This is an optimization exercise on Yosys and OpenROAD, whose aim is small area, not a production implementation. Function was checked by simulation only, so behaviour that the tests miss may differ from the original. No activity file was given, so power comes from the tool's default toggle rates.

<file path="flow/design.v">
module TCAM_TOP (
        input                   CLK
       ,input                   RESET
       ,input                   SEARCH
       ,input                   SETTING
       ,input   [127:0]         KEY
       ,input   [15:0]          SETTING_ID
       ,input   [17:0]          SETTING_MASKID
       ,input   [15:0]          SETTING_PRIORITY
       ,output  [15:0]          RULEID
       ,output                  SETTING_COMPLETE
       ,output                  SEARCH_COMPLETE
       ,output                  MISMATCH
       ,input                   DDR3_AVL_INIT
       ,input   [255:0]         DDR3_AVL_READDATA
       ,input                   DDR3_AVL_WAITREQUEST
       ,input                   DDR3_AVL_READDATAVALID
       ,output                  DDR3_AVL_READ
       ,output                  DDR3_AVL_WRITE
       ,output  [18:0]          DDR3_AVL_ADDRESS
       ,output  [255:0]         DDR3_AVL_WRITEDATA
       ,output                  DDR3_AVL_BURSTCOUNT
       ,output                  DDR3_AVL_INITCOMPLETE
	);
    reg search_s1, setting_s1, search_s2, setting_s2;
    always @(posedge CLK or posedge RESET)
        if (RESET) begin
            search_s1 <= 0; setting_s1 <= 0; search_s2 <= 0; setting_s2 <= 0;
        end else begin
            search_s1 <= SEARCH;    setting_s1 <= SETTING;
            search_s2 <= search_s1; setting_s2 <= setting_s1;
        end
    localparam S_IDLE = 4'd0, S_SHIFT = 4'd1, S_RD1 = 4'd2, S_RD2 = 4'd3, S_READ = 4'd4,
               S_MODIFY = 4'd5, S_STWR = 4'd6, S_WRITE = 4'd7, S_COUNT = 4'd8;
    reg [3:0] sc_state;
    reg [3:0] loop_count;
    reg       search_mode, setting_mode;
    reg       sc_read, sc_write, sc_shift, sc_modify, sc_sdv;
    wire      drv_wr, drv_rdv;    
    wire      modify_done;        
    always @(posedge CLK or posedge RESET)
        if (RESET) begin
            loop_count <= 4'd8; search_mode <= 0; setting_mode <= 0; sc_state <= S_IDLE;
            sc_read <= 0; sc_write <= 0; sc_shift <= 0; sc_modify <= 0; sc_sdv <= 0;
        end else begin
            case (sc_state)
                S_IDLE: begin
                    sc_read <= 0; sc_write <= 0; sc_shift <= 0; sc_modify <= 0; sc_sdv <= 0;
                    search_mode <= 0; setting_mode <= 0; loop_count <= 4'd8;
                    if (setting_s2)     begin setting_mode <= 1'b1; sc_state <= S_SHIFT; end
                    else if (search_s2) begin search_mode  <= 1'b1; sc_state <= S_SHIFT; end
                end
                S_SHIFT: begin sc_shift <= 1'b1; sc_state <= S_RD1; end
                S_RD1:   begin sc_shift <= 1'b0; sc_state <= S_RD2; end
                S_RD2:   sc_state <= S_READ;
                S_READ: begin
                    sc_read <= 1'b1;
                    if (drv_wr & !drv_rdv) sc_read <= 1'b0;
                    else if (drv_wr & drv_rdv & setting_mode) begin sc_read <= 1'b0; sc_state <= S_MODIFY; end
                    else if (drv_wr & drv_rdv & search_mode) begin sc_read <= 1'b0; sc_sdv <= 1'b1; sc_state <= S_COUNT; end
                end
                S_MODIFY: begin
                    sc_modify <= 1'b1;
                    if (modify_done) begin sc_modify <= 1'b0; sc_state <= S_STWR; end
                end
                S_STWR:  begin sc_modify <= 1'b0; sc_state <= S_WRITE; end
                S_WRITE: begin
                    sc_write <= 1'b1;
                    if (drv_wr) sc_state <= S_COUNT;
                end
                S_COUNT: begin
                    sc_read <= 1'b0; sc_write <= 1'b0; sc_sdv <= 1'b0;
                    if (loop_count > 1) begin loop_count <= loop_count - 1'b1; sc_state <= S_SHIFT; end
                    else sc_state <= S_IDLE;
                end
                default: sc_state <= sc_state;
            endcase
        end
    wire seg_search_complete = ~search_mode & ~RESET;
    assign SETTING_COMPLETE  = ~setting_mode & ~RESET;
    reg [2:0] frag_idx;
    always @(posedge CLK or posedge RESET)
        if (RESET) frag_idx <= 0;
        else if (sc_shift && sc_state != S_IDLE) frag_idx <= 3'd0 - loop_count[2:0];
    wire [2:0] avs_idx = frag_idx;
    reg [15:0] key_frag;
    always @* begin
        case (avs_idx)
            3'd0: key_frag = KEY[ 15:  0];
            3'd1: key_frag = KEY[ 31: 16];
            3'd2: key_frag = KEY[ 47: 32];
            3'd3: key_frag = KEY[ 63: 48];
            3'd4: key_frag = KEY[ 79: 64];
            3'd5: key_frag = KEY[ 95: 80];
            3'd6: key_frag = KEY[111: 96];
            default: key_frag = KEY[127:112];
        endcase
    end
    localparam M_IDLE = 2'd0, M_INIT = 2'd1, M_READ = 2'd2, M_WRITE = 2'd3;
    reg         avs_init, avs_read, avs_write;
    always @(posedge CLK or posedge RESET)
        if (RESET) begin avs_init <= 0; avs_read <= 0; avs_write <= 0; end
        else begin avs_init <= DDR3_AVL_INIT; avs_read <= sc_read; avs_write <= sc_write; end
    reg [1:0]   m_state;
    reg         init_complete;
    reg         st_wr, st_rdv;
    reg [3:0]   burst_cnt;
    reg [18:0]  m_addr;
    wire max_addr = &m_addr;
    always @(posedge CLK or posedge RESET)
        if (RESET) begin
            m_state <= M_IDLE; init_complete <= 0;
        end else begin
            case (m_state)
                M_IDLE: begin
                    if (avs_init) begin init_complete <= 0; m_state <= M_INIT; end
                    else if (avs_read) m_state <= M_READ;
                    else if (avs_write) m_state <= M_WRITE;
                end
                M_INIT: if (!DDR3_AVL_WAITREQUEST & max_addr & burst_cnt == 0) begin
                    init_complete <= 1; m_state <= M_IDLE;
                end
                M_READ: if (!DDR3_AVL_WAITREQUEST & DDR3_AVL_READDATAVALID) m_state <= M_IDLE;
                M_WRITE: if (!DDR3_AVL_WAITREQUEST) m_state <= M_IDLE;
            endcase
        end
    always @(posedge CLK)
        if (!RESET) begin
            case (m_state)
                M_IDLE: begin
                    st_wr  <= 1'b0;
                    st_rdv <= 1'b1;
                    if (avs_init) begin
                        m_addr <= 0; burst_cnt <= 0;
                    end else if (avs_read) begin
                        m_addr <= {avs_idx, key_frag}; st_rdv <= 1'b0;
                    end else if (avs_write) begin
                        m_addr <= {avs_idx, key_frag};
                    end
                end
                M_INIT: begin
                    st_wr <= 1'b1;
                    if (!DDR3_AVL_WAITREQUEST) begin
                        if (burst_cnt == 0) begin
                            if (!max_addr) m_addr <= m_addr + 1'b1;
                        end else burst_cnt <= burst_cnt + 1'b1;
                    end else burst_cnt <= burst_cnt + 1'b1;
                end
                M_READ: begin
                    st_wr <= 1'b1;
                    if (!DDR3_AVL_WAITREQUEST & DDR3_AVL_READDATAVALID) st_rdv <= 1'b1;
                end
                M_WRITE: st_wr <= 1'b1;
            endcase
        end
    assign drv_wr  = st_wr;
    assign drv_rdv = st_rdv;
    assign DDR3_AVL_BURSTCOUNT   = 1'b1;
    assign DDR3_AVL_WRITE        = (m_state == M_WRITE) | (m_state == M_INIT);
    assign DDR3_AVL_READ         = (m_state == M_READ);
    assign DDR3_AVL_ADDRESS      = m_addr;
    reg  [179:0] rdata;
    assign DDR3_AVL_WRITEDATA    = {76'd0, rdata[178], m_state[1], rdata[177:0]};
    assign DDR3_AVL_INITCOMPLETE = init_complete;
    wire take_init  = (m_state == M_IDLE) & avs_init;
    wire take_write = (m_state == M_IDLE) & ~avs_init & ~avs_read & avs_write;
    always @(posedge CLK)
        if (DDR3_AVL_READDATAVALID) rdata <= DDR3_AVL_READDATA[179:0];
        else if (take_init) rdata <= 180'd0;
        else if (take_write & ~rdata[178])
            rdata[177:0] <= {SETTING_ID, SETTING_MASKID, KEY, SETTING_PRIORITY};
    localparam G_IDLE = 2'd0, G_MODIFY = 2'd1, G_COMPLETE = 2'd2;
    reg [1:0] sg_state;
    reg       sg_done;
    always @(posedge CLK or posedge RESET)
        if (RESET) begin
            sg_state <= G_IDLE; sg_done <= 0;
        end else begin
            case (sg_state)
                G_IDLE:     begin sg_done <= 0; if (sc_modify) sg_state <= G_MODIFY; end
                G_MODIFY:   begin sg_done <= 1; sg_state <= G_COMPLETE; end
                G_COMPLETE: begin sg_done <= 1; sg_state <= G_IDLE; end
                default:    ;
            endcase
        end
    assign modify_done = sg_done;
    reg         r_id_valid;
    reg [15:0]  r_id, r_prio;
    reg [17:0]  r_mask;
    reg [125:0] r_ckey;
    reg sdv_d, sdv_dd, sdv_d3, sdv_d4, sdv_d5, sdv_d6, segc_d;
    always @(posedge CLK or posedge RESET)
        if (RESET) r_id_valid <= 0;
        else if (sdv_dd) r_id_valid <= ~rdata[179] & rdata[178];
    always @(posedge CLK)
        if (sdv_dd) begin
            r_mask <= rdata[161:144];
            r_ckey <= rdata[141:16];
        end
    always @(posedge CLK)
        if (sdv_d6) begin
            r_id   <= rdata[177:162];
            r_prio <= rdata[15:0];
        end
    always @(posedge CLK or posedge RESET)
        if (RESET) begin
            sdv_d <= 0; sdv_dd <= 0; sdv_d3 <= 0; sdv_d4 <= 0; sdv_d5 <= 0; sdv_d6 <= 0; segc_d <= 0;
        end else begin
            sdv_d <= sc_sdv; sdv_dd <= sdv_d; sdv_d3 <= sdv_dd; sdv_d4 <= sdv_d3; sdv_d5 <= sdv_d4; sdv_d6 <= sdv_d5;
            segc_d <= seg_search_complete;
        end
    wire p_sdv      = sc_sdv & ~sdv_d;
    wire p_segc     = seg_search_complete & ~segc_d;
    wire p_segproc  = ~seg_search_complete & segc_d;
    wire w_new_id   = ~p_segc & p_sdv & r_id_valid;
    reg id_update, mask_complete;
    always @(posedge CLK or posedge RESET)
        if (RESET) begin id_update <= 0; mask_complete <= 0; end
        else begin
            id_update <= w_new_id;
            if (p_segc) mask_complete <= 1'b1;
            else if (p_segproc) mask_complete <= 1'b0;
        end
    wire [17:0] grp_ok;
    genvar gi;
    generate for (gi = 0; gi < 18; gi = gi + 1) begin : grp
        assign grp_ok[gi] = r_mask[gi] | (r_ckey[7*gi +: 7] == KEY[7*gi +: 7]);
    end endgenerate
    reg mc_d;
    always @(posedge CLK or posedge RESET)
        if (RESET) mc_d <= 0; else mc_d <= mask_complete;
    wire p_mc   = mask_complete & ~mc_d;
    wire p_mproc = ~mask_complete & mc_d;
    reg        first_mc;      
    reg        iu_d, iu_d2, iu_d3, iu_d4, iu_d5, pmc_d;
    reg        c_match, c_match_d, cf_valid, cf_complete;
    always @(posedge CLK or posedge RESET)
        if (RESET) begin
            first_mc <= 1; c_match <= 1; c_match_d <= 0;
            iu_d <= 0; iu_d2 <= 0; iu_d3 <= 0; iu_d4 <= 0; iu_d5 <= 0;
            pmc_d <= 0; cf_valid <= 0; cf_complete <= 0;
        end else begin
            iu_d <= id_update; iu_d2 <= iu_d; iu_d3 <= iu_d2; iu_d4 <= iu_d3; iu_d5 <= iu_d4;
            pmc_d <= p_mc;
            c_match_d <= c_match;
            if (p_mc) begin
                first_mc <= 0;
                c_match <= first_mc | ~|KEY[125:0];
            end else if (id_update)
                c_match <= &grp_ok;
            cf_valid <= c_match_d;
            if (p_mc) cf_complete <= 1'b1; else if (p_mproc) cf_complete <= 1'b0;
        end
    reg cc_d;
    always @(posedge CLK or posedge RESET)
        if (RESET) cc_d <= 0; else cc_d <= cf_complete;
    wire p_cc    = cf_complete & ~cc_d;
    wire p_cproc = ~cf_complete & cc_d;
    wire       cand_load = cf_valid & ~cf_complete;
    wire       c_chg     = iu_d | pmc_d;
    reg        cand_new, cand_cmp, pcc_d;
    reg [15:0] best_id, best_prio;
    reg        mismatch, prio_complete;
    always @(posedge CLK or posedge RESET)
        if (RESET) begin
            cand_new <= 0; cand_cmp <= 0; pcc_d <= 0;
            best_id <= 0; best_prio <= 0;
            mismatch <= 1; prio_complete <= 0;
        end else begin
            cand_new <= cand_load & ~c_chg;
            cand_cmp <= cand_new & ~c_chg;
            pcc_d    <= p_cc;
            if (pcc_d) begin best_id <= 0; best_prio <= 0; end
            else if (cand_cmp && (iu_d4 | iu_d5) && r_prio > best_prio) begin best_id <= r_id; best_prio <= r_prio; end
            if (p_cc) mismatch <= 1'b1;
            else if (cand_load) mismatch <= 1'b0;
            prio_complete <= p_cc;
        end
    assign RULEID          = best_id;
    assign MISMATCH        = mismatch;
    assign SEARCH_COMPLETE = prio_complete;
endmodule
</file>
<file path="flow/flow/run.sh">
#!/bin/bash
export BUFFER_PORTS_ARGS="-buffer_cell sky130_fd_sc_hd__buf_1"
export CTS_ARGS="-sink_clustering_enable -repair_clock_nets -dont_use_dummy_load -sink_clustering_size 24 -sink_clustering_max_diameter 60 -buf_list sky130_fd_sc_hd__clkbuf_16"
bash standard.sh > standard.log 2>&1
</file>
<file path="flow/standard.sh">
#!/bin/bash
# synth_recipe.tcl (not shown) runs the flow's synth.tcl, then flattens the netlist and writes it again
# the make line also repeats each setting of config.mk as NAME=value (left out here)
make -C /OpenROAD-flow-scripts/flow DESIGN_CONFIG=/design/flow/config.mk WORK_HOME=/design/flow/orfs CLKGATE_MAP_FILE= SYNTH_SCRIPT=/design/flow/synth_recipe.tcl "${@:-finish}"
</file>
<file path="flow/config.mk">
export PLATFORM = sky130hd
export DESIGN_NAME = TCAM_TOP
export DESIGN_NICKNAME = TCAM_TOP
export VERILOG_FILES = /design/flow/design.v
export SDC_FILE = /design/flow/constraint.sdc
export NUM_CORES = 4
export LEC_CHECK = 0
export CAP_MARGIN = 20
export CORE_MARGIN = 2
export CORE_UTILIZATION = 40
export SLEW_MARGIN = 20
</file>
<file path="flow/constraint.sdc">
create_clock -name core_clock -period 10.0 [get_ports {CLK}]
set_input_delay 2.0000 -clock core_clock [delete_from_list [all_inputs] [get_ports {CLK}]]
set_output_delay 2.0000 -clock core_clock [all_outputs]
set_load 0.01 [all_outputs]
</file>
==> metrics.yaml, run 1 <==
run_status:
  status: "complete, no violations"
worst_setup_path:
  crit_end: "SETTING_COMPLETE"
  cp.required_ns: 8.00
  path_max_fanout: 6
  critPathLaunch: "RESET"
  cp_top_family: "buffers and inverters"
  cp-end-kind: "output pin"
  critPathKind: "in -> out"
  cp_num_buf_inv: 2
  critPathMostFrequentCell: "buf_1"
  rrSetupSlack_ns: 6.85
  cpPeakStageDelay_ns: 0.31
  worstPathCellList: "buf_1 -> nor2_1 -> buf_1"
  r2r-start: "m_state[1]"
  cp.arrival_ns: 2.54
  rr_worst_depth: 5
  slowest_stage: "buf_1"
  r2r-end: "rdata[22]"
  worstSetupPathDepth: 3
  start_kind: "input pin"
finish:
  area_growth_pct: 10.7
  drive_gt1_share_pct: 5.45
  fin_util_pct: 44.7
  finalNetCount: 2578
floorplan:
  dieHeight_um: 243
  die_area_sq_mm: 0.0589
  initial_core_util_pct: 40.4
  core_sq_mm: 0.0564
  pin_count: 739
  chipWidth_um: 243
  num_rows: 87
drt:
  drt_iter0_drc: 1376
  wirelength_um: 77700
  viasPerCell: 5.44
  drc: 0
  wl_per_cell_um: 27.1
  firstDrtPassIters: 5
  vias: 15600
  final_antenna_net_count: 0
grt:
  overflow: 0
  grt_pass1_wl_um: 108000
  grt_max_degree: 180
  first_global_vias: 15100
  antenna_found_initial: 19
  grt_util_all_layers_pct: 25.4
synthesis:
  synth_seq_cells: 471
  avgSynthCellArea_sq_um: 13.3
  synthDistinctLibCells: 67
  ys_warn_count: 1
  synth_seq_area_share_pct: 60.1
  synthCells: 1715
  synth_ff_type: "edfxtp_1"
  async_reset_ff_share_pct: 19.1
  synth_edf_count: 381
  syn_area_sq_mm: 0.0228
cts:
  clk_path_buf_depth: 3
  clkLatencyLatePin_ns: 0.58
  htreeDepth: 2
  cts.sinks: 471
  cts_setup_buffers: 0
  cts_resized: 0
  cts-root-buf: "clkbuf_16"
  cts_inserted_buffers: 41
  cts_tree: "yes"
  clk_pin_slew_ns: 0.10
  ctsHoldBuffers: 0
power:
  total_power_uw: 5490
  peakVddDrop_mv: 0.133
  p_leak_uw: 0.00888
  p_per_area_mw_per_mm2: 218
timing:
  worst_pin_slew_ns: 1.40
  period_needed_ns: 4.54
  slew_violations: 0
  max_slew_margin_pct: 6.86
  max_freq_mhz: 220
  setup_violations: 0
  rsz0062_at_grt: "false"
  clock_skew_ns: 0.0685
  finalCritPeriodShare_pct: 45.4
  fin_setup_tns_ns: 0
  final_hold_viol_count: 0
placement:
  gp_congestion: 0.879
  port-buffer-count: 585
  dp_hpwl_um: 59300
flow_run:
  max_cap_violations: 0
hold_path:
  hold_class: "reg -> reg"
-- state kept, by name (all words and copies together) (netlist names), 2 cells and up --
signal and cells:
rdata 180, r_ckey 126, m_addr 19, r_mask 18
best_id 16, best_prio 16, r_id 16, r_prio 16
burst_cnt 4, loop_count 4, sc_state 4, frag_idx 3
m_state 2, sg_state 2
-- cell type report --
type | count | area [sq um]
Antenna cell | 8 | 20.0
Clock buffer | 41 | 1030
Fill cell | 5304 | 31200
Inverter | 33 | 125
Multi-Input combinational cell | 951 | 6970
Sequential cell | 471 | 13700
Tap cell | 756 | 946
Timing Repair Buffer | 613 | 2430
-- layout by cell type, fill, tap and decap left out, types with 4 or more instances in the layout --
| cell | synthesis | layout |
|---|---|---|
| nand2_1 | 35 | 35 |
| dfstp_2 | 4 | 4 |
| edfxtp_1 | 381 | 381 |
| nand3_1 | 16 | 16 |
| a221oi_1 | 10 | 10 |
| o21ai_0 | 46 | 46 |
| buf_4 | 257 | 26 |
| xnor2_1 | 74 | 74 |
| a21o_1 | 8 | 8 |
| mux2i_1 | 40 | 40 |
| buf_1 | 1 | 584 |
| clkbuf_16 | 0 | 41 |
| a41oi_1 | 6 | 6 |
| nand2b_1 | 73 | 72 |
| mux4_2 | 5 | 5 |
| and3_1 | 7 | 7 |
| nor4_1 | 56 | 56 |
| diode_2 | 0 | 8 |
| a31oi_1 | 8 | 8 |
| dfrtp_1 | 86 | 83 |
| a22o_1 | 180 | 180 |
| o221ai_1 | 8 | 8 |
| nor2b_1 | 17 | 17 |
| and2_1 | 6 | 6 |
| nor3_1 | 4 | 4 |
| inv_1 | 33 | 32 |
| xor2_1 | 73 | 73 |
| a21oi_1 | 26 | 25 |
| nor2_1 | 38 | 38 |
| nand4_1 | 25 | 25 |
| conb_1 | 2 | 77 |
| nand3b_1 | 4 | 4 |
| o22ai_1 | 22 | 22 |
| mux2_2 | 17 | 17 |
| ha_1 | 26 | 26 |
-- cells in the mapped netlist, types with 33 or more instances --
cell type / count / area (sq um)
edfxtp_1: 381 / 11400
buf_4: 257 / 1930
a22o_1: 180 / 1580
dfrtp_1: 86 / 2150
xnor2_1: 74 / 648
nand2b_1: 73 / 457
xor2_1: 73 / 639
nor4_1: 56 / 350
clkbuf_1: 48 / 180
o21ai_0: 46 / 230
mux2i_1: 40 / 400
nor2_1: 38 / 143
nand2_1: 35 / 131
inv_1: 33 / 124
-- worst min path at each step --
stage	from	to	cells past startpoint
after CTS	sdv_d4	sdv_d5	0
after global routing	sdv_d5	sdv_d6	0
after global placement	sdv_d5	sdv_d6	0
after detailed placement	setting_s1	setting_s2	0
final	sdv_d5	sdv_d6	0
after floorplan	c_match_d	cf_valid	0
-- metal layers --
layer  share of wire [%]  up-vias  global-route usage [%]
met5               0.049        -                       0
met4                 2.2        6                    6.87
met3                 7.8      112                    5.34
met2                  49      793                    42.8
met1                  41     7866                    33.2
li1                    -     6863                       -
-- metrics by stage --
step / std cells / area (sq um) / setup WS (ns) / hold WS [ns]
after global routing: 2866 / 25200 / 5.42 / 0.326
after CTS: 2865 / 25200 / 5.50 / 0.321
after floorplan: 1790 / 23100 / 2.60 / 0.331
after global placement: 2824 / 24200 / 4.92 / 0.331
after detailed placement: 2824 / 24200 / 4.93 / 0.336
final: 2873 / 25200 / 5.46 / 0.314
-- cells by family after synthesis --
group	synth area share [%]
multiplexers	3.09
flip-flops	60.1
AO/OA/AOI/OAI	11.6
other	0.0330
XOR/XNOR	5.65
AND/OR/NAND/NOR	7.50
adder cells (fa/ha/maj)	1.43
buffers and inverters	10.6
-- power by group --
group          internal (uW)  switching (uW)
logic                    478             764
clock network            721             680
registers               2590             262
==> run 2, diff against run 1 <==
==> flow/flow/run.sh (replaced) <==
#!/bin/bash
export BUFFER_PORTS_ARGS="-buffer_cell sky130_fd_sc_hd__buf_1"
export CTS_ARGS="-sink_clustering_enable -repair_clock_nets -dont_use_dummy_load -sink_clustering_size 18 -sink_clustering_max_diameter 60 -buf_list sky130_fd_sc_hd__clkbuf_8"
bash standard.sh > standard.log 2>&1
==> metrics.yaml, run 2 <==
run_status:
  status: "complete, but fails checks"
  check.faults: "max-slew violations"
floorplan:
  initial_core_util_pct: 40.4
  chipWidth_um: 243
  die_area_sq_mm: 0.0589
  num_rows: 87
  pin_count: 739
  dieHeight_um: 243
  core_sq_mm: 0.0564
finish:
  final_cells: 2876
  regArea_sq_mm: 0.0137
  fin_util_pct: 44.0
  finalNetCount: 2580
  reg_top3: "rdata x180, r_ckey x126, m_addr x19"
  multiInputGateArea_sq_mm: 0.00697
  area_growth_pct: 8.83
  drive_gt1_share_pct: 5.54
  final.fill_count: 5367
  final_common_cell: "buf_1"
  regMostFlops: "rdata"
  largest_register_ff_count: 180
  final_area_sq_mm: 0.0248
  layout_common_cells: "584 x buf_1, 381 x edfxtp_1, 180 x a22o_1, 83 x dfrtp_1, 77 x conb_1"
grt:
  grt_util_all_layers_pct: 25.4
  grt_max_degree: 180
  first_global_vias: 15100
  grt_pass1_wl_um: 108000
  overflow: 0
  antenna_found_initial: 20
worst_setup_path:
  critPathLaunch: "RESET"
  cp.required_ns: 8.00
  rr_worst_depth: 5
  cp-end-kind: "output pin"
  r2r-start: "m_state[1]"
  path_max_fanout: 6
  cp.arrival_ns: 2.53
  rrSetupSlack_ns: 6.85
  start_kind: "input pin"
  critPathKind: "in -> out"
cts:
  clk_pin_slew_ns: 0.11
  cts_setup_buffers: 0
  cts_inserted_buffers: 43
  clk_path_buf_depth: 3
  cts.sinks: 471
  clkLatencyLatePin_ns: 0.64
  cts-root-buf: "clkbuf_8"
  cts_tree: "yes"
  cts_resized: 0
  htreeDepth: 2
  ctsHoldBuffers: 0
drt:
  drc: 0
  firstDrtPassIters: 5
  viasPerCell: 5.44
  final_antenna_net_count: 0
  drt_iter0_drc: 1347
  wl_per_cell_um: 27.0
  vias: 15700
  wirelength_um: 77700
timing:
  setup_violations: 0
  worst_pin_slew_ns: 1.52
  max_freq_mhz: 221
  final_hold_viol_count: 0
  fin_setup_tns_ns: 0
  clock_skew_ns: 0.0651
  slew_violations: 25
  period_needed_ns: 4.53
  finalCritPeriodShare_pct: 45.3
  max_slew_margin_pct: -1.48
  rsz0062_at_grt: "false"
synthesis:
  syn_area_sq_mm: 0.0228
  ys_top_cells_by_area: "edfxtp_1 50%, dfrtp_1 9.4%, buf_4 8.5%"
  async_reset_ff_share_pct: 19.1
  synthDistinctLibCells: 67
  avgSynthCellArea_sq_um: 13.3
  synth_seq_area_share_pct: 60.1
  synth_top_family_by_area: "compound AO/OA/AOI/OAI gates"
  synth_simple_gate_area_share_pct: 7.50
  yosys-top-cells-count: "381 x edfxtp_1, 257 x buf_4, 180 x a22o_1"
  synth_adder_area_share_pct: 1.43
  synth_edf_count: 381
  yosys.area.top_type: "edfxtp_1"
  synth-compound-area-share_pct: 11.6
  ys_warn_count: 1
  yosysMostFrequentCell: "edfxtp_1"
  synthCells: 1715
  synth_xor_area_share_pct: 5.65
  synth_ff_type: "edfxtp_1"
  synth_seq_cells: 471
  synth_top_cell_area_share_pct: 50.2
  synth_mux_area_share_pct: 3.09
placement:
  post_dp_cell_area_sq_mm: 0.0242
  dp_hpwl_um: 59300
  gp_congestion: 0.879
  port-buffer-count: 585
  dp.cells: 2824
hold_path:
  hp-start: "sdv_d5"
  hold_class: "reg -> reg"
  worstHoldPathCells: 0
power:
  p_clk_share_pct: 19.8
  power.switching_uw: 1650
  p_sw_share_pct: 32.4
  combPwrFrac_pct: 24.4
  p_per_area_mw_per_mm2: 206
  seqPwrFrac_pct: 55.8
  p_leak_uw: 0.00868
  p_int_uw: 3450
  peakVddDrop_mv: 0.120
flow_run:
  max_cap_violations: 0
[run 2: cells by family after synthesis]
family,after synthesis
xor gates and xnor gates,147
adders and majority gates,26
and+or+nand+nor,298
DFF,471
buffers and inverters,368
AOI/OAI and AO/OA,341
muxes,62
other,2
[run 2: power by group through the flow]
stage / sequential [uW] / combinational (uW) / clock, uW
after CTS: 2850 / 1250 / 1050
after detailed placement: 2890 / 1240 / 0
after floorplan: 2880 / 881 / 0
after global placement: 2880 / 1210 / 0
final: 2850 / 1240 / 1010
after global routing: 2890 / 1360 / 1110
[run 2: worst max-delay path: stages]
cell and delay (ns):
buf_1 0.31, nor2_1 0.08, buf_1 0.14
[run 2: path summary, 6_finish.rpt]
check / end
max in group asynchronous: sdv_dd
worst max-delay path: SETTING_COMPLETE
worst min register to register: sdv_d6
min in group asynchronous: avs_write
worst max register to register: rdata[22]
worst min-delay path: sdv_d6
[run 2: metal layers]
layer  share of wire (%)  up-vias  track usage [%]  routed length [um]
li1                    -     6865                -                   -
met3                 8.4      117             5.31                6560
met1                  40     7840             33.1               31100
met4                 2.5        4             6.96                1920
met2                  49      830             43.0               38000
met5               0.031        -                0                  24
[run 2: layout make-up]
class | instances | area share (%)
sequential | 471 | 55.3
multi-input combinational | 951 | 28.1
timing repair buffer | 613 | 9.79
tap | 756 | 3.82
clock buffer | 43 | 2.39
inverter | 33 | 0.505
antenna | 9 | 0.0908
[run 2: through the flow]
| step | power [uW] | worst slack, ns | hold slack, ns |
|---|---|---|---|
| after floorplan | 3760 | 2.60 | 0.331 |
| after global placement | 4100 | 4.92 | 0.331 |
| after detailed placement | 4130 | 4.93 | 0.336 |
| after CTS | 5150 | 5.50 | 0.304 |
| after global routing | 5360 | 5.42 | 0.303 |
| final | 5100 | 5.47 | 0.299 |
==> run 3, diff against run 2 <==
==> flow/flow/run.sh (replaced) <==
#!/bin/bash
# Standard ORFS layout; ports are buffered with the smallest buffer, CTS uses
# small clock buffers on small sink clusters and adds no dummy loads. Each
# tool writes its own log under orfs/logs; make output goes to standard.log.
export BUFFER_PORTS_ARGS="-buffer_cell sky130_fd_sc_hd__buf_1"
export CTS_ARGS="-sink_clustering_enable -repair_clock_nets -dont_use_dummy_load -sink_clustering_size 12 -sink_clustering_max_diameter 50 -buf_list sky130_fd_sc_hd__clkbuf_8"
bash standard.sh > standard.log 2>&1
==> metrics.yaml, run 3 <==
run_status:
  status: "complete, no violations"
power:
  p_sw_share_pct: 32.2
  p_per_area_mw_per_mm2: 211
  combPwrFrac_pct: 23.6
  p_leak_uw: 0.00879
  seqPwrFrac_pct: 54.1
  peakVddDrop_mv: 0.116
  total_power_uw: 5270
  p_int_uw: 3580
  power.switching_uw: 1700
  p_clk_share_pct: 22.3
cts:
  clkLatencyLatePin_ns: 0.66
  clk_pin_slew_ns: 0.08
  cts_inserted_buffers: 58
  cts.sinks: 471
  htreeDepth: 2
  cts_setup_buffers: 0
  clk_path_buf_depth: 3
  ctsHoldBuffers: 0
  cts-root-buf: "clkbuf_8"
  cts_tree: "yes"
  cts_resized: 0
worst_setup_path:
  path_max_fanout: 6
  start_kind: "input pin"
  critPathMostFrequentCell: "buf_1"
  cpPeakStageDelay_ns: 0.28
  cp-end-kind: "output pin"
  cp_top_family: "buffers and inverters"
  cp.arrival_ns: 2.50
  cp.required_ns: 8.00
  slowest_stage: "buf_1"
  cp_num_buf_inv: 2
  critPathKind: "in -> out"
  worstPathCellList: "buf_1 -> nor2_1 -> buf_1"
finish:
  reg_top3: "rdata x180, r_ckey x126, m_addr x19"
  final_common_cell: "buf_1"
  final_cells: 2890
  fin_util_pct: 44.3
  regMostFlops: "rdata"
  finalNetCount: 2595
  layout_common_cells: "584 x buf_1, 381 x edfxtp_1, 180 x a22o_1, 83 x dfrtp_1, 77 x conb_1"
  drive_gt1_share_pct: 6.16
  area_growth_pct: 9.71
  largest_register_ff_count: 180
flow_run:
  max_cap_violations: 0
timing:
  clock_skew_ns: 0.0434
  layout_setup_ws_ns: 5.50
  final_hold_viol_count: 0
  max_slew_margin_pct: 6.06
  finalCritPeriodShare_pct: 45.0
  max_freq_mhz: 222
  fin_setup_tns_ns: 0
  slew_violations: 0
  rsz0062_at_grt: "false"
  setup_violations: 0
  worst_pin_slew_ns: 1.41
  period_needed_ns: 4.50
grt:
  first_global_vias: 15200
  grt_pass1_wl_um: 108000
  grt_max_degree: 180
  overflow: 0
  grt_util_all_layers_pct: 25.5
  antenna_found_initial: 19
drt:
  wirelength_um: 77900
  wl_per_cell_um: 27.0
  drc: 0
  vias: 15700
  drt_iter0_drc: 1495
  firstDrtPassIters: 5
  final_antenna_net_count: 0
  viasPerCell: 5.43
synthesis:
  synth_ff_type: "edfxtp_1"
  yosys-top-cells-count: "381 x edfxtp_1, 257 x buf_4, 180 x a22o_1"
  syn_area_sq_mm: 0.0228
  synth_top_cell_area_share_pct: 50.2
  synthDistinctLibCells: 67
  synthCells: 1715
  synth_seq_area_share_pct: 60.1
  yosys.area.top_type: "edfxtp_1"
  async_reset_ff_share_pct: 19.1
  ys_top_cells_by_area: "edfxtp_1 50%, dfrtp_1 9.4%, buf_4 8.5%"
  synth_edf_count: 381
  yosysMostFrequentCell: "edfxtp_1"
  ys_warn_count: 1
  avgSynthCellArea_sq_um: 13.3
  synth_seq_cells: 471
placement:
  gp_congestion: 0.879
  pre_cts_ws_ns: 4.93
  dp.cells: 2824
  port-buffer-count: 585
  dp_hpwl_um: 59300
floorplan:
  initial_core_util_pct: 40.4
  pin_count: 739
  dieHeight_um: 243
  die_area_sq_mm: 0.0589
  num_rows: 87
  core_sq_mm: 0.0564
  chipWidth_um: 243
hold_path:
  hold_class: "reg -> reg"
run 3: cell counts after synthesis:
No cell type changed its count.
run 3: stage by stage:
step	hold WS [ns]	area, sq um
global route	0.320	25000
CTS	0.313	25000
floorplan	0.331	23100
detailed placement	0.336	24200
finish	0.306	25000
global placement	0.331	24200
run 3: power by group through the flow:
stage               registers, uW  logic (uW)  clock network (uW)
floorplan                    2880         881                   0
global route                 2890        1360                1290
finish                       2850        1250                1180
detailed placement           2890        1240                   0
CTS                          2860        1250                1220
global placement             2880        1210                   0
run 3: metal layers:
layer | global-route usage [%] | routed length (um) | up-vias
li1 | - | - | 6891
met1 | 33.1 | 31300 | 7858
met3 | 5.45 | 6440 | 109
met2 | 43.4 | 38500 | 845
met4 | 6.64 | 1640 | 4
met5 | 0 | 24 | -
run 3: cell type report:
| class | count | area (sq um) |
|---|---|---|
| sequential | 471 | 13700 |
| antenna | 8 | 20.0 |
| fill | 5345 | 31400 |
| inverter | 33 | 125 |
| clock buffer | 58 | 798 |
| tap | 756 | 946 |
| timing repair buffer | 613 | 2430 |
| multi-input combinational | 951 | 6970 |
run 3: cell families (layout without fill, tap and decap cells):
family                     count (synthesis)  in the layout  share of synthesized area, %
AOI/OAI and AO/OA                        341            341                          11.6
xor gates and xnor gates                 147            147                          5.65
adders and majority gates                 26             26                          1.43
buffers and inverters                    368            704                          10.6
DFF                                      471            471                          60.1
muxes                                     62             62                          3.09
other                                      2             85                        0.0330
and+or+nand+nor                          298            298                          7.50
run 3: final timing paths:
kind	startpoint	end	slack, ns	cells after the start
worst max-delay path	RESET	SETTING_COMPLETE	5.50	3
worst min-delay path	sdv_d5	sdv_d6	0.31	0
worst max register to register	m_state[1]	rdata[94]	6.85	5
worst min register to register	sdv_d5	sdv_d6	0.31	0
max in group asynchronous	RESET	sdv_dd	7.17	3
min in group asynchronous	RESET	search_s1	1.44	2
==> run 4, diff against run 3 <==
--- a/flow/design.v
+++ b/flow/design.v
@@ -127,3 +127,3 @@
     always @(posedge CLK)
-        if (!RESET) begin
+        begin
             case (m_state)
@@ -234,2 +234,7 @@
     reg        first_mc;      
+    wire [15:0] kf_bits = {key_frag[15:14] & {2{avs_idx != 3'd7}}, key_frag[13:0]};
+    reg         key_zero;
+    always @(posedge CLK)
+        if (sc_state == S_SHIFT && loop_count == 4'd8) key_zero <= ~|kf_bits;
+        else key_zero <= key_zero & ~|kf_bits;
     reg        iu_d, iu_d2, iu_d3, iu_d4, iu_d5, pmc_d;
@@ -247,3 +252,3 @@
                 first_mc <= 0;
-                c_match <= first_mc | ~|KEY[125:0];
+                c_match <= first_mc | key_zero;
             end else if (id_update)
==> metrics.yaml, run 4 <==
run_status:
  status: "complete, no violations"
hold_path:
  hp-start: "sdv_d5"
  hold_class: "reg -> reg"
finish:
  layout_common_cells: "584 x buf_1, 380 x edfxtp_1, 180 x a22o_1, 82 x dfrtp_1, 80 x xnor2_1"
  finalNetCount: 2559
  final_cells: 2851
  fin_util_pct: 44.1
  largest_register_ff_count: 180
  drive_gt1_share_pct: 5.89
  area_growth_pct: 9.25
  final.fill_count: 5316
  final_common_cell: "buf_1"
  regMostFlops: "rdata"
  reg_top3: "rdata x180, r_ckey x126, m_addr x19"
worst_setup_path:
  cp.arrival_ns: 2.47
  cp.required_ns: 8.00
  critPathLaunch: "RESET"
  path_max_fanout: 3
  worstPathCellList: "buf_1 -> nor2_1 -> buf_1"
  cpPeakStageDelay_ns: 0.22
  critPathKind: "in -> out"
  slowest_stage: "buf_1"
  start_kind: "input pin"
  r2r-start: "r_prio[1]"
  cp-end-kind: "output pin"
  critPathMostFrequentCell: "buf_1"
timing:
  final_hold_viol_count: 0
  clock_skew_ns: 0.0573
  worst_pin_slew_ns: 1.43
  max_slew_margin_pct: 4.69
  fin_setup_tns_ns: 0
  setup_violations: 0
  rsz0062_at_grt: "false"
  finalCritPeriodShare_pct: 44.7
  slew_violations: 0
  period_needed_ns: 4.47
  max_freq_mhz: 224
placement:
  port-buffer-count: 585
  dp_hpwl_um: 54400
  gp_congestion: 0.866
  dp.cells: 2789
drt:
  drt_iter0_drc: 1088
  wl_per_cell_um: 25.3
  drc: 0
  vias: 15000
  wirelength_um: 72300
  firstDrtPassIters: 6
  viasPerCell: 5.27
  final_antenna_net_count: 0
synthesis:
  synth_seq_cells: 472
  ys_warn_count: 1
  synth_edf_count: 380
  yosysMostFrequentCell: "edfxtp_1"
  synth_top_cell_area_share_pct: 50.3
  synth_ff_type: "edfxtp_1"
  synthCells: 1689
  yosys.area.top_type: "edfxtp_1"
  avgSynthCellArea_sq_um: 13.4
  synth_seq_area_share_pct: 60.4
  yosys-top-cells-count: "380 x edfxtp_1, 263 x buf_4, 180 x a22o_1"
  synthDistinctLibCells: 87
  ys_top_cells_by_area: "edfxtp_1 50%, dfrtp_1 9.5%, buf_4 8.7%"
  async_reset_ff_share_pct: 19.1
  syn_area_sq_mm: 0.0227
floorplan:
  die_area_sq_mm: 0.0587
  num_rows: 87
  pin_count: 739
  initial_core_util_pct: 40.3
  dieHeight_um: 242
  chipWidth_um: 242
  core_sq_mm: 0.0563
power:
  p_per_area_mw_per_mm2: 242
  power.switching_uw: 2100
  p_int_uw: 3900
  seqPwrFrac_pct: 52.3
  p_clk_share_pct: 19.3
  p_sw_share_pct: 35.1
  total_power_uw: 6000
  p_leak_uw: 0.00882
  peakVddDrop_mv: 0.149
  combPwrFrac_pct: 28.3
grt:
  grt_util_all_layers_pct: 23.9
  grt_pass1_wl_um: 102000
  grt_max_degree: 184
  overflow: 0
  first_global_vias: 14900
  antenna_found_initial: 9
flow_run:
  max_cap_violations: 0
cts:
  htreeDepth: 2
  cts-root-buf: "clkbuf_8"
  ctsHoldBuffers: 0
  clk_pin_slew_ns: 0.07
  clkLatencyLatePin_ns: 0.65
  cts_resized: 0
  cts_inserted_buffers: 57
  cts_setup_buffers: 0
  cts_tree: "yes"
  clk_path_buf_depth: 3
  cts.sinks: 472
## run 4: changes by cell type after synthesis, sizes merged, moves of 7 or more
cell    previous run  this run
nor4              56        22
nand2             35        47
a221oi            10         1
o21ai             48        39
nor2b             17         9
mux2i             40        47
## run 4: area by class of cell
| type | instances | area, sq um | area share (%) |
|---|---|---|---|
| antenna | 5 | 12.5 | 0.0504 |
| clock buffer | 57 | 785 | 3.16 |
| inverter | 39 | 149 | 0.600 |
| multi-input combinational | 919 | 6840 | 27.6 |
| sequential | 472 | 13700 | 55.3 |
| tap | 756 | 946 | 3.81 |
| timing repair buffer | 603 | 2360 | 9.53 |
## run 4: critical path, delay by kind of cell
| family | cells | cell delay [ns] |
|---|---|---|
| buffers and inverters | 2 | 0.36 |
| AND/OR/NAND/NOR | 1 | 0.11 |
## run 4: through the flow
stage	hold WS [ns]	area [sq um]	setup WS (ns)
floorplan	0.331	23000	2.87
global placement	0.333	24000	5.32
detailed placement	0.335	24000	5.30
CTS	0.333	24800	5.53
global route	0.334	24800	5.50
finish	0.330	24800	5.53
## run 4: final timing paths
check,end,slack (ns),cells after the start
max in group asynchronous,sdv_dd,7.64,3
max,SETTING_COMPLETE,5.53,3
min,sdv_d6,0.33,0
max reg2reg,best_prio[10],6.95,9
min reg2reg,sdv_d6,0.33,0
min in group asynchronous,search_s2,1.31,2
## run 4: logic make-up (layout without fill, tap and decap cells)
logic type                 count (synthesis)  count (layout)  share of synthesized area (%)
DFF                                      472             472                           60.4
buffers and inverters                    373             699                           10.8
AOI/OAI and AO/OA                        335             335                           11.7
and+or+nand+nor                          266             266                           6.56
xor gates and xnor gates                 149             149                           5.75
muxes                                     66              66                           3.34
adders and majority gates                 26              26                           1.43
other                                      2              82                         0.0331
## run 4: power groups by stage
| stage | logic [uW] | registers (uW) | clock network, uW |
|---|---|---|---|
| after floorplan | 1230 | 3170 | 0 |
| after global placement | 1680 | 3160 | 0 |
| after detailed placement | 1710 | 3170 | 0 |
| after CTS | 1720 | 3140 | 1200 |
| after global routing | 1850 | 3200 | 1270 |
| final | 1700 | 3140 | 1160 |
## run 4: layer usage
layer	wire, um	part of all wire (%)	vias up	track usage, %
met4	1930	2.7	2	7.77
met3	4800	6.6	100	4.33
met1	29700	41	7517	31.2
met5	10	0.014	-	0
li1	-	-	6706	-
met2	35800	50	699	40.3
==> run 5, diff against run 4 <==
==> flow/flow/run.sh (replaced) <==
#!/bin/bash
export BUFFER_PORTS_ARGS="-buffer_cell sky130_fd_sc_hd__buf_1"
export CTS_ARGS="-sink_clustering_enable -repair_clock_nets -dont_use_dummy_load -sink_clustering_size 8 -sink_clustering_max_diameter 40 -buf_list {sky130_fd_sc_hd__clkbuf_4 sky130_fd_sc_hd__clkbuf_8} -sink_clustering_buffer sky130_fd_sc_hd__clkbuf_4"
bash standard.sh > standard.log 2>&1
==> metrics.yaml, run 5 <==
cts:
  clk_pin_slew_ns: 0.09
  cts.sinks: 472
  clkLatencyLatePin_ns: 0.67
  cts_inserted_buffers: 86
  cts-root-buf: "clkbuf_8"
  cts_setup_buffers: 0
  clk_path_buf_depth: 3
  ctsHoldBuffers: 0
  cts_resized: 0
  htreeDepth: 3
  cts_tree: "yes"
synthesis:
  synth_top_cell_area_share_pct: 50.3
  synth_seq_area_share_pct: 60.4
  avgSynthCellArea_sq_um: 13.4
  yosys-top-cells-count: "380 x edfxtp_1, 263 x buf_4, 180 x a22o_1"
  syn_area_sq_mm: 0.0227
  yosysMostFrequentCell: "edfxtp_1"
  ys_top_cells_by_area: "edfxtp_1 50%, dfrtp_1 9.5%, buf_4 8.7%"
  synth_seq_cells: 472
  ys_warn_count: 1
  yosys.area.top_type: "edfxtp_1"
  synth_edf_count: 380
  synthCells: 1689
  synth_ff_type: "edfxtp_1"
  async_reset_ff_share_pct: 19.1
  synthDistinctLibCells: 87
finish:
  final_common_cell: "buf_1"
  layout_common_cells: "584 x buf_1, 380 x edfxtp_1, 180 x a22o_1, 82 x dfrtp_1, 80 x xnor2_1"
  largest_register_ff_count: 180
  regMostFlops: "rdata"
  area_growth_pct: 8.88
  finalNetCount: 2588
  drive_gt1_share_pct: 7.17
  final_cells: 2880
  multiInputGateArea_sq_mm: 0.00684
  final.fill_count: 5316
  regArea_sq_mm: 0.0137
  fin_util_pct: 43.9
  reg_top3: "rdata x180, r_ckey x126, m_addr x19"
hold_path:
  hold_end: "iu_d4"
  hold_class: "reg -> reg"
  hp-start: "iu_d3"
  worstHoldPathCells: 0
drt:
  drc: 0
  viasPerCell: 5.28
  wirelength_um: 72400
  wl_per_cell_um: 25.2
  final_antenna_net_count: 0
  vias: 15200
  drt_iter0_drc: 1090
  firstDrtPassIters: 6
worst_setup_path:
  path_max_fanout: 3
  critPathLaunch: "RESET"
  r2r-start: "m_state[0]"
  slowest_stage: "buf_1"
  r2r-end: "rdata[66]"
  start_kind: "input pin"
  cp-end-kind: "output pin"
  cp.required_ns: 8.00
  rrSetupSlack_ns: 6.96
  critPathMostFrequentCell: "buf_1"
  cpPeakStageDelay_ns: 0.22
  cp.arrival_ns: 2.46
  rr_worst_depth: 4
  critPathKind: "in -> out"
  worstPathCellList: "buf_1 -> nor2_1 -> buf_1"
timing:
  max_freq_mhz: 224
  setup_violations: 0
  finalCritPeriodShare_pct: 44.6
  worst_pin_slew_ns: 1.44
  period_needed_ns: 4.46
  fin_setup_tns_ns: 0
  rsz0062_at_grt: "false"
  max_slew_margin_pct: 4.28
  final_hold_viol_count: 0
  whs_ns: 0.315
  clock_skew_ns: 0.0818
  slew_violations: 0
grt:
  antenna_found_initial: 9
  grt_pass1_wl_um: 103000
  grt_util_all_layers_pct: 24.1
  grt_max_degree: 184
  overflow: 0
  first_global_vias: 15100
floorplan:
  initial_core_util_pct: 40.3
  core_sq_mm: 0.0563
  pin_count: 739
  die_area_sq_mm: 0.0587
  chipWidth_um: 242
  num_rows: 87
  dieHeight_um: 242
power:
  peakVddDrop_mv: 0.103
  total_power_uw: 5940
  p_leak_uw: 0.00883
  p_per_area_mw_per_mm2: 240
flow_run:
  max_cap_violations: 0
run_status:
  status: "complete, no violations"
placement:
  port-buffer-count: 585
  dp.cells: 2789
  gp_congestion: 0.866
  dp_hpwl_um: 54400
## run 5: cells by family (layout without fill, tap and decap cells)
family / Yosys count / in the layout / synth area share (%)
AOI/OAI and AO/OA: 335 / 335 / 11.7
xor gates and xnor gates: 149 / 149 / 5.75
adders and majority gates: 26 / 26 / 1.43
buffers and inverters: 373 / 728 / 10.8
DFF: 472 / 472 / 60.4
muxes: 66 / 66 / 3.34
other: 2 / 82 / 0.0331
and+or+nand+nor: 266 / 266 / 6.56
## run 5: worst max-delay path, delay by kind of cell
| family | cells | cell delay [ns] |
|---|---|---|
| buf+inv | 2 | 0.35 |
| simple gates | 1 | 0.11 |
## run 5: routing by layer
layer	vias to the layer above	share of wire (%)	global-route usage, %
met4	2	2.8	7.64
met2	769	49	40.4
li1	6802	-	-
met1	7545	41	31.0
met5	-	0.014	0
met3	99	7.3	5.26
## run 5: layout make-up
cell class                      count  area share (%)
Sequential cell                   472            55.5
Timing Repair Buffer              603            9.56
Antenna cell                        5          0.0506
Multi-Input combinational cell    919            27.6
Clock buffer                       86            2.84
Tap cell                          756            3.83
Inverter                           39           0.602
## run 5: worst max path at each step
stage | cells after the start | end | slack [ns]
floorplan | 2 | rdata[0] | 2.87
global route | 3 | SETTING_COMPLETE | 5.50
finish | 3 | SETTING_COMPLETE | 5.54
global placement | 8 | c_match | 5.32
CTS | 3 | SETTING_COMPLETE | 5.53
detailed placement | 8 | c_match | 5.30
## run 5: power by group
part           total (uW)  internal (uW)  switching [uW]
Sequential           3140           2790             350
Clock                1100            436             669
Combinational        1700            606            1100
Total                5940           3830            2110
## run 5: metrics by stage
stage	worst slack (ns)	cell area (sq um)
global placement	5.32	24000
floorplan	2.87	23000
finish	5.54	24700
detailed placement	5.30	24000
CTS	5.53	24700
global route	5.50	24700
==> run 6, diff against run 5 <==
==> flow/flow/run.sh (replaced) <==
#!/bin/bash
# Standard ORFS layout (the standard.sh) with three changes that only
# affect cell choice, not the design or its constraints:
#  - synthesis maps logic with an area-oriented ABC script (flow/abc_area.script);
#    registers are untouched (ABC maps combinational logic only),
#  - ports are buffered with the smallest buffer (buf_1),
#  - CTS uses small clock buffers on small sink clusters, no dummy loads.
# Each tool writes its own log under orfs/logs; make's output is standard.log.
HERE=$(pwd)
{ head -n 1 synth_recipe.tcl
  echo "proc abc {args} { set i [lsearch \$args -script]; if {\$i >= 0} { lset args [expr {\$i + 1}] $HERE/flow/abc_area.script }; yosys abc {*}\$args }"
  tail -n +2 synth_recipe.tcl; } > synth_area.tcl
export BUFFER_PORTS_ARGS="-buffer_cell sky130_fd_sc_hd__buf_1"
export CTS_ARGS="-sink_clustering_enable -repair_clock_nets -dont_use_dummy_load -sink_clustering_size 8 -sink_clustering_max_diameter 40 -buf_list {sky130_fd_sc_hd__clkbuf_4 sky130_fd_sc_hd__clkbuf_8} -sink_clustering_buffer sky130_fd_sc_hd__clkbuf_4"
bash standard.sh SYNTH_SCRIPT=$HERE/synth_area.tcl finish > standard.log 2>&1
==> flow/flow/abc_area.script (new file) <==
&get -n
&st
&dch -f
&nf -a -R 1000
&put
==> metrics.yaml, run 6 <==
finish:
  final_cells: 2699
  reg_top3: "rdata x180, r_ckey x126, m_addr x19"
  finalNetCount: 2472
  layout_common_cells: "584 x buf_1, 380 x edfxtp_1, 212 x a22o_1, 85 x dfrtp_1, 79 x clkbuf_4"
  final_area_sq_mm: 0.0237
  final.fill_count: 4920
  multiInputGateArea_sq_mm: 0.00590
  largest_register_ff_count: 180
  regArea_sq_mm: 0.0137
  regMostFlops: "rdata"
  final_common_cell: "buf_1"
  area_growth_pct: 11.1
  drive_gt1_share_pct: 6.24
hold_path:
  hold_class: "reg -> reg"
floorplan:
  die_area_sq_mm: 0.0551
  pin_count: 739
  num_rows: 84
  core_sq_mm: 0.0527
  initial_core_util_pct: 40.5
  chipWidth_um: 235
  dieHeight_um: 235
cts:
  htreeDepth: 3
  cts_setup_buffers: 0
  clk_path_buf_depth: 3
  cts.sinks: 472
  cts_tree: "yes"
  clk_pin_slew_ns: 0.09
  clkLatencyLatePin_ns: 0.67
  cts-root-buf: "clkbuf_8"
  cts_inserted_buffers: 87
  cts_resized: 0
  ctsHoldBuffers: 0
synthesis:
  synth_seq_area_share_pct: 64.3
  synth_edf_count: 380
  yosys.area.top_type: "edfxtp_1"
  synth_top_cell_area_share_pct: 53.5
  ys_warn_count: 1
  syn_area_sq_mm: 0.0213
  synth_seq_cells: 472
  ys_top_cells_by_area: "edfxtp_1 54%, dfrtp_1 10%, buf_4 9.1%"
  yosysMostFrequentCell: "edfxtp_1"
  avgSynthCellArea_sq_um: 14.3
  async_reset_ff_share_pct: 19.1
  synth_ff_type: "edfxtp_1"
  yosys-top-cells-count: "380 x edfxtp_1, 257 x buf_4, 212 x a22o_1"
  synthDistinctLibCells: 52
  synthCells: 1493
drt:
  wl_per_cell_um: 25.5
  drc: 0
  wirelength_um: 69000
  drt_iter0_drc: 1281
  vias: 14700
  viasPerCell: 5.44
  final_antenna_net_count: 0
  firstDrtPassIters: 6
worst_setup_path:
  slowest_stage: "buf_1"
  path_max_fanout: 3
  start_kind: "input pin"
  cpPeakStageDelay_ns: 0.18
  cp.required_ns: 8.00
  cp.arrival_ns: 2.45
  critPathMostFrequentCell: "buf_1"
  cp-end-kind: "output pin"
  worstPathCellList: "buf_1 -> nor2_1 -> buf_1"
  critPathKind: "in -> out"
timing:
  slew_violations: 0
  period_needed_ns: 4.45
  max_slew_margin_pct: 26.6
  setup_violations: 0
  worst_pin_slew_ns: 1.10
  final_hold_viol_count: 0
  clock_skew_ns: 0.0867
  rsz0062_at_grt: "false"
  max_freq_mhz: 225
  finalCritPeriodShare_pct: 44.5
placement:
  gp_congestion: 0.868
  dp.cells: 2604
  dp_hpwl_um: 52000
  port-buffer-count: 585
  post_dp_cell_area_sq_mm: 0.0230
grt:
  antenna_found_initial: 12
  first_global_vias: 14800
  overflow: 0
  grt_pass1_wl_um: 98600
  grt_max_degree: 152
  grt_util_all_layers_pct: 24.4
flow_run:
  max_cap_violations: 0
power:
  p_leak_uw: 0.00847
  p_per_area_mw_per_mm2: 237
  peakVddDrop_mv: 0.103
run_status:
  status: "complete, no violations"
-- run 6: layout make-up --
| type | instances | share of cell area [%] |
|---|---|---|
| well taps | 688 | 3.63 |
| multi-input cells | 808 | 24.9 |
| flip-flops and latches | 472 | 57.9 |
| inverters | 30 | 0.481 |
| clock buffers | 87 | 3.00 |
| repair buffers | 606 | 10.0 |
| diodes | 8 | 0.0845 |
-- run 6: routing by layer --
metal | routed length, um | track usage, %
met4 | 1620 | 7.50
met3 | 6540 | 7.03
met2 | 34500 | 41.4
met1 | 26300 | 30.1
met5 | 41 | 0
-- run 6: stage by stage --
| stage | util, % | worst slack [ns] | power, uW | hold slack [ns] | TNS (ns) |
|---|---|---|---|---|---|
| 2_1_floorplan | - | -7.78 | 4100 | 0.331 | -1384.05 |
| 3_3_place_gp | 43.6 | 4.91 | 4520 | 0.334 | 0 |
| 3_5_place_dp | 43.6 | 4.92 | 4570 | 0.335 | 0 |
| 4_1_cts | 44.9 | 5.51 | 5680 | 0.321 | 0 |
| 5_1_grt | 45.0 | 5.47 | 5930 | 0.318 | 0 |
| 6_report | 45.0 | 5.55 | 5620 | 0.315 | 0 |
-- run 6: path summary, 6_finish.rpt --
path | start | to | slack (ns) | cells past startpoint
worst min register to register | sc_read | avs_read | 0.32 | 0
max in group asynchronous | RESET | r_id_valid | 7.35 | 3
worst min-delay path | sc_read | avs_read | 0.32 | 0
worst max-delay path | RESET | SETTING_COMPLETE | 5.55 | 3
min in group asynchronous | RESET | cand_cmp | 1.52 | 2
worst max register to register | m_state[0] | rdata[64] | 6.58 | 7
-- run 6: cell families after synthesis --
logic type	share of synthesized area [%]
AOI/OAI and AO/OA	13.8
and+or+nand+nor	4.84
DFF	64.3
buffers and inverters	9.60
adders and majority gates	1.53
muxes	0.305
other	0.0352
xor gates and xnor gates	5.55
-- run 6: where the power goes --
group          leakage (uW)  total, uW  internal, uW  switching, uW
Sequential          0.00487       3010          2700            306
Combinational       0.00318       1500           486           1020
Clock              0.000424       1110           439            666
Total               0.00847       5620          3630           1990
-- run 6: critical path: cells and delay by family --
kind | cells | cell delay, ns
buffers and inverters | 2 | 0.30
and+or+nand+nor | 1 | 0.14
==> run 7, diff against run 6 <==
--- a/flow/flow/run.sh
+++ b/flow/flow/run.sh
@@ -13,3 +13,3 @@
 export BUFFER_PORTS_ARGS="-buffer_cell sky130_fd_sc_hd__buf_1"
-export CTS_ARGS="-sink_clustering_enable -repair_clock_nets -dont_use_dummy_load -sink_clustering_size 8 -sink_clustering_max_diameter 40 -buf_list {sky130_fd_sc_hd__clkbuf_4 sky130_fd_sc_hd__clkbuf_8} -sink_clustering_buffer sky130_fd_sc_hd__clkbuf_4"
+export CTS_ARGS="-sink_clustering_enable -repair_clock_nets -dont_use_dummy_load -sink_clustering_size 6 -sink_clustering_max_diameter 30 -buf_list {sky130_fd_sc_hd__clkbuf_2 sky130_fd_sc_hd__clkbuf_4 sky130_fd_sc_hd__clkbuf_8} -sink_clustering_buffer sky130_fd_sc_hd__clkbuf_2"
 bash standard.sh SYNTH_SCRIPT=$HERE/synth_area.tcl finish > standard.log 2>&1
==> metrics.yaml, run 7 <==
synthesis:
  async_reset_ff_share_pct: 19.1
  ys_top_cells_by_area: "edfxtp_1 54%, dfrtp_1 10%, buf_4 9.1%"
  synthDistinctLibCells: 52
  yosys-top-cells-count: "380 x edfxtp_1, 257 x buf_4, 212 x a22o_1"
  synth_ff_type: "edfxtp_1"
  yosysMostFrequentCell: "edfxtp_1"
  synth_seq_area_share_pct: 64.3
  synth_seq_cells: 472
  syn_area_sq_mm: 0.0213
  synth_top_cell_area_share_pct: 53.5
  yosys.area.top_type: "edfxtp_1"
  avgSynthCellArea_sq_um: 14.3
  synthCells: 1493
  ys_warn_count: 1
  synth_edf_count: 380
worst_setup_path:
  rr_worst_depth: 7
  path_max_fanout: 3
  cp.required_ns: 8.00
  cp.arrival_ns: 2.45
  start_kind: "input pin"
  cp-end-kind: "output pin"
  critPathKind: "in -> out"
placement:
  dp_hpwl_um: 52000
  pre_cts_ws_ns: 4.92
  port-buffer-count: 585
  gp_congestion: 0.868
floorplan:
  num_rows: 84
  dieHeight_um: 235
  initial_core_util_pct: 40.5
  chipWidth_um: 235
  pin_count: 739
  core_sq_mm: 0.0527
  die_area_sq_mm: 0.0551
timing:
  period_needed_ns: 4.45
  final_hold_viol_count: 0
  max_slew_margin_pct: 26.6
  max_freq_mhz: 225
  layout_setup_ws_ns: 5.55
  finalCritPeriodShare_pct: 44.5
  worst_pin_slew_ns: 1.10
  fin_setup_tns_ns: 0
  rsz0062_at_grt: "false"
  slew_violations: 0
  setup_violations: 0
  clock_skew_ns: 0.0854
finish:
  finalNetCount: 2496
  regMostFlops: "rdata"
  largest_register_ff_count: 180
  reg_top3: "rdata x180, r_ckey x126, m_addr x19"
  final.fill_count: 4946
  drive_gt1_share_pct: 7.35
  final_common_cell: "buf_1"
  layout_common_cells: "584 x buf_1, 380 x edfxtp_1, 212 x a22o_1, 102 x clkbuf_2, 85 x dfrtp_1"
  area_growth_pct: 10.8
grt:
  grt_max_degree: 152
  overflow: 0
  grt_util_all_layers_pct: 24.5
  grt_pass1_wl_um: 99000
  antenna_found_initial: 13
  first_global_vias: 15000
cts:
  cts_resized: 0
  cts_setup_buffers: 0
  cts.sinks: 472
  cts-root-buf: "clkbuf_8"
  htreeDepth: 3
  cts_inserted_buffers: 111
  ctsHoldBuffers: 0
  clk_path_buf_depth: 3
  clkLatencyLatePin_ns: 0.66
  clk_pin_slew_ns: 0.11
  cts_tree: "yes"
drt:
  firstDrtPassIters: 6
  wl_per_cell_um: 25.4
  vias: 14700
  viasPerCell: 5.42
  drc: 0
  final_antenna_net_count: 0
  wirelength_um: 69200
  drt_iter0_drc: 1348
power:
  peakVddDrop_mv: 0.115
  p_per_area_mw_per_mm2: 235
  p_leak_uw: 0.00854
flow_run:
  max_cap_violations: 0
hold_path:
  hold_class: "reg -> reg"
  worstHoldPathCells: 0
run_status:
  status: "complete, no violations"
==> run 7: cell counts after synthesis <==
No cell type changed its count.
==> run 7: power breakdown <==
group	switching [uW]	internal, uW	total [uW]
Clock	695	350	1040
Sequential	307	2700	3010
Combinational	1020	486	1500
==> run 7: cell type report <==
| class | count | area, sq um | share of cell area [%] |
|---|---|---|---|
| Sequential cell | 472 | 13700 | 58.1 |
| Multi-Input combinational cell | 808 | 5900 | 25.0 |
| Timing Repair Buffer | 606 | 2370 | 10.0 |
| Tap cell | 688 | 861 | 3.65 |
| Clock buffer | 111 | 634 | 2.69 |
| Inverter | 30 | 114 | 0.482 |
| Antenna cell | 7 | 17.5 | 0.0742 |
==> run 7: critical path, cell delays in order <==
cell    delay (ns)
buf_1         0.12
nor2_1        0.14
buf_1         0.18
==> run 7: kinds of logic (layout without fill, tap and decap cells) <==
group                    Yosys count  after routing  share of synthesized area [%]
buffers and inverters            288            747                           9.60
adder cells (fa/ha/maj)           26             26                           1.53
AND/OR/NAND/NOR                  194            194                           4.84
XOR/XNOR                         135            135                           5.55
other                              2             84                         0.0352
AO/OA/AOI/OAI                    370            370                           13.8
multiplexers                       6              6                          0.305
flip-flops                       472            472                           64.3
==> run 7: metal layers <==
metal / up-vias / track usage (%) / wire length [um]
met5: - / 0 / 49
met4: 8 / 8.19 / 1740
met3: 106 / 7.35 / 6540
met2: 819 / 41.0 / 34400
met1: 7275 / 30.1 / 26500
li1: 6537 / - / -
==> run 7: final timing paths <==
path	startpoint	to	slack [ns]
setup / recovery	RESET	SETTING_COMPLETE	5.55
hold / removal	sdv_d3	sdv_d4	0.29
max in group asynchronous	RESET	r_id_valid	7.35
setup reg to reg	m_state[1]	rdata[31]	6.62
min in group asynchronous	RESET	best_id[7]	1.53
hold reg to reg	sdv_d3	sdv_d4	0.29
==> run 7: metrics by stage <==
step / util, % / instances / hold slack [ns] / power [uW] / cell area, sq um
after detailed placement: 43.6 / 2604 / 0.335 / 4570 / 23000
after global routing: 44.8 / 2720 / 0.295 / 5880 / 23600
after global placement: 43.6 / 2604 / 0.334 / 4520 / 23000
after floorplan: - / 1568 / 0.331 / 4100 / 21600
after CTS: 44.8 / 2715 / 0.292 / 5620 / 23600
final: 44.8 / 2722 / 0.292 / 5560 / 23600

==> static timing again, ports no longer ideal <==
How much do the figures lean on ideal ports? The routed layouts below were timed once more, with nothing changed but the port constraints. Step 1, drivers: a clkbuf_16 drives CLK and a buf_2 each remaining input, both assumed. Step 2 moves the port delays by t, midway between the first and last clock arrival at a register: inputs arrive t later, outputs are due t later. That takes back most of the time a late clock gives input paths. a / b / c = ideal / step 1 / step 2; a / b = the first two.
| run | t, ns | slack for setup (ns) | worst setup path at the end | worst data-port slew with drivers (ns) | pins driven straight from the clock port |
|---|---|---|---|---|---|
| run 1 | 0.615 | 5.463 / 5.437 / 4.980 | input to register | 0.17 | 1 |
| run 2 | 0.677 | 5.467 / 5.440 / 5.007 | input to register | 0.18 | 1 |
| run 3 | 0.695 | 5.501 / 5.475 / 4.946 | input to register | 0.17 | 1 |
| run 4 | 0.681 | 5.535 / 5.488 / 5.355 | input to register | 0.17 | 1 |
| run 5 | 0.677 | 5.543 / 5.503 / 5.242 | input to register | 0.19 | 1 |
| run 6 | 0.682 | 5.553 / 5.528 / 5.113 | input to register | 0.24 | 1 |
| run 7 | 0.681 | 5.552 / 5.526 / 5.096 | input to register | 0.21 | 1 |
The setup slack of run 3, which loses most, moves by -0.026 ns with the drivers and by -0.555 ns with both steps.
